Context: an optimization exercise on an open-source flow, tuned for small area and a short achievable clock period. The choices shown serve that exercise and are no tape-out recipe.
Power and IR drop assume default switching activity.

==> flow/design.v <==
`default_nettype none
module sync_fifo
#(
    parameter DATA_WIDTH = 8,
    parameter DATA_DEPTH = 64,
    parameter ADDR_WIDTH = 6
)
(
	input   wire                      clk,
	input   wire                      rst_n,
	input   wire  [DATA_WIDTH-1:0]    wr_data,
	input   wire                      rq,   
	input   wire                      wq,   
	output  reg   [DATA_WIDTH-1:0]    rd_data,
	output  wire                      full,
	output  wire                      empty
);
reg [DATA_WIDTH-1:0] mem [DATA_DEPTH-1:0];
reg [ADDR_WIDTH-1:0] wr_ptr;
reg [7:0]            rd_lo_a;
reg [7:0]            rd_lo_b;
reg [3:0]            rd_hi;
reg full_r;
reg empty_r;
assign full  = full_r;
assign empty = empty_r;
wire wr_en = wq & ~full_r;
wire rd_en = rq & ~empty_r;
wire [7:0] rd_lo = rd_lo_a | rd_lo_b;    
wire       rd_p5 = |rd_lo_b;             
wire [ADDR_WIDTH-1:0] wr_ptr_inc = wr_ptr + 1'b1;
wire [ADDR_WIDTH-1:0] wr_ptr_dec = wr_ptr - 1'b1;
wire one_left = rd_lo[wr_ptr_dec[2:0]] & rd_hi[wr_ptr_dec[4:3]] & (rd_p5 == wr_ptr_dec[5]);
wire one_free = rd_lo[wr_ptr_inc[2:0]] & rd_hi[wr_ptr_inc[4:3]] & (rd_p5 == wr_ptr_inc[5]);
always @(posedge clk or negedge rst_n)
begin
	if (!rst_n) begin
		wr_ptr  <= 0;
		full_r  <= 1'b0;
		empty_r <= 1'b1;
	end else begin
		if (wr_en)
			wr_ptr <= wr_ptr_inc;
		empty_r <= ~wr_en & (empty_r | (rd_en & one_left));
		full_r  <= ~rd_en & (full_r | (wr_en & ~empty_r & one_free));
	end
end
reg [7:0] lo_n;
reg [3:0] hi_n;
reg       p5_n;
always @(*) begin
	if (empty_r) begin
		lo_n = 8'd1 << wr_ptr[2:0];
		hi_n = 4'd1 << wr_ptr[4:3];
		p5_n = wr_ptr[5];
	end else begin
		lo_n = {rd_lo[6:0], rd_lo[7]};
		hi_n = rd_lo[7] ? {rd_hi[2:0], rd_hi[3]} : rd_hi;
		p5_n = rd_p5 ^ (rd_lo[7] & rd_hi[3]);
	end
end
always @(posedge clk)
begin
	if (empty_r || rq) begin
		rd_lo_a <= lo_n & {8{~p5_n}};
		rd_lo_b <= lo_n & {8{p5_n}};
		rd_hi   <= hi_n;
	end
end
reg [DATA_WIDTH-1:0] grp [7:0];
reg [DATA_WIDTH-1:0] rd_next;
integer j, k;
always @(*) begin
	for (j = 0; j < 8; j = j + 1) begin
		grp[j] = {DATA_WIDTH{1'b0}};
		for (k = 0; k < 8; k = k + 1)
			grp[j] = grp[j] | ({DATA_WIDTH{(j < 4) ? rd_lo_a[k] : rd_lo_b[k]}} & mem[8*j+k]);
	end
	rd_next = {DATA_WIDTH{1'b0}};
	for (j = 0; j < 4; j = j + 1)
		rd_next = rd_next | ({DATA_WIDTH{rd_hi[j]}} & (grp[j] | grp[j+4]));
end
always @(posedge clk or negedge rst_n)
begin
	if (!rst_n)
		rd_data <= 0;
	else if (rd_en)
		rd_data <= rd_next;
end
genvar i;
generate
	for (i = 0; i < DATA_DEPTH; i = i + 1) begin : row
		always @(posedge clk)
			if ((wr_ptr == i) && !full_r)
				mem[i] <= wr_data;
	end
endgenerate
endmodule
`default_nettype wire
Settings: LEC_CHECK=0, CAP_MARGIN=20, CORE_MARGIN=2, CORE_UTILIZATION=60, SETUP_SLACK_MARGIN=2.0, SLEW_MARGIN=20; clock period 4.0 ns.
run.sh (not shown) runs the stock make flow with config.mk's settings and CLKGATE_MAP_FILE= SYNTH_SCRIPT=/design/flow/synth_recipe.tcl, a recipe that flattens the netlist after the stock synthesis.
Edit:
==> flow/design.v (replaced) <==
`default_nettype none
module sync_fifo
#(
    parameter DATA_WIDTH = 8,
    parameter DATA_DEPTH = 64,
    parameter ADDR_WIDTH = 6
)
(
	input   wire                      clk,
	input   wire                      rst_n,
	input   wire  [DATA_WIDTH-1:0]    wr_data,
	input   wire                      rq,   
	input   wire                      wq,   
	output  reg   [DATA_WIDTH-1:0]    rd_data,
	output  wire                      full,
	output  wire                      empty
);
reg [DATA_WIDTH-1:0] mem [DATA_DEPTH-1:0];
reg [ADDR_WIDTH-1:0] wr_ptr;
reg [7:0]            rd_lo;      
reg [2:0]            rd_hi;      
reg full_r;
reg empty_r;
assign full  = full_r;
assign empty = empty_r;
wire wr_en = wq & ~full_r;
wire rd_en = rq & ~empty_r;
wire [ADDR_WIDTH-1:0] wr_ptr_inc = wr_ptr + 1'b1;
wire [ADDR_WIDTH-1:0] wr_ptr_dec = wr_ptr - 1'b1;
wire one_left = rd_lo[wr_ptr_dec[2:0]] & (rd_hi == wr_ptr_dec[5:3]);
wire one_free = rd_lo[wr_ptr_inc[2:0]] & (rd_hi == wr_ptr_inc[5:3]);
always @(posedge clk or negedge rst_n)
begin
	if (!rst_n) begin
		wr_ptr  <= 0;
		rd_lo   <= 8'b0000_0001;
		rd_hi   <= 0;
		full_r  <= 1'b0;
		empty_r <= 1'b1;
	end else begin
		if (wr_en)
			wr_ptr <= wr_ptr_inc;
		if (rd_en) begin
			rd_lo <= {rd_lo[6:0], rd_lo[7]};
			if (rd_lo[7])
				rd_hi <= rd_hi + 1'b1;
		end
		empty_r <= ~wr_en & (empty_r | (rd_en & one_left));
		full_r  <= ~rd_en & (full_r | (wr_en & one_free));
	end
end
reg [DATA_WIDTH-1:0] grp [7:0];
reg [DATA_WIDTH-1:0] rd_next;
integer j, k;
always @(*) begin
	for (j = 0; j < 8; j = j + 1) begin
		grp[j] = {DATA_WIDTH{1'b0}};
		for (k = 0; k < 8; k = k + 1)
			grp[j] = grp[j] | ({DATA_WIDTH{rd_lo[k]}} & mem[8*j+k]);
	end
	rd_next = {DATA_WIDTH{1'b0}};
	for (j = 0; j < 8; j = j + 1)
		rd_next = rd_next | ({DATA_WIDTH{rd_hi == j}} & grp[j]);
end
always @(posedge clk or negedge rst_n)
begin
	if (!rst_n)
		rd_data <= 0;
	else if (rd_en)
		rd_data <= rd_next;
end
genvar i;
generate
	for (i = 0; i < DATA_DEPTH; i = i + 1) begin : row
		always @(posedge clk)
			if ((wr_ptr == i) && !full_r)
				mem[i] <= wr_data;
	end
endgenerate
endmodule
`default_nettype wire
Wire length is lower by 7.1%.
Total power is lower by 34%.
Non-clock buffer count is lower by 18.
Count of clock-buffer cells in the layout is lower by 5.
Core utilization is lower by 1.8 points.
First-iteration DRC count is lower by 3.8%.
Setup slack gains 0.063 ns.
No run of this note included a check of the RTL's function; only the layout flow was run.

-- port drivers added, routing unchanged --
Ports are ideal in the flow. The routed layouts listed here were re-timed in OpenROAD. Step 1 sets driving cells, clkbuf_16 on the clock port and buf_2 on the other inputs (assumed; they add their load-dependent delay and slew). Step 2 adds t to the input delays and takes it off the output delays; t is the mean of the earliest and latest rising clock arrival at the registers after step 1. Input paths then give back, and output paths get back, about the clock's delay inside the block. a / b / c = no drivers / after step 1 / after step 2; a / b = the first two.
run	t (ns)	setup slack, ns	clock arrival spread, ns	worst slew at a driven data input, ns
the first run	0.624	1.775 / 1.775 / 1.419	0.018 / 0.018	0.03
the second run	0.652	1.838 / 1.838 / 1.403	0.025 / 0.024	0.03
After both steps every run listed still meets setup and hold. The setup slack of the second run, which loses most, moves by 0.000 ns with the drivers and by -0.435 ns with both steps.
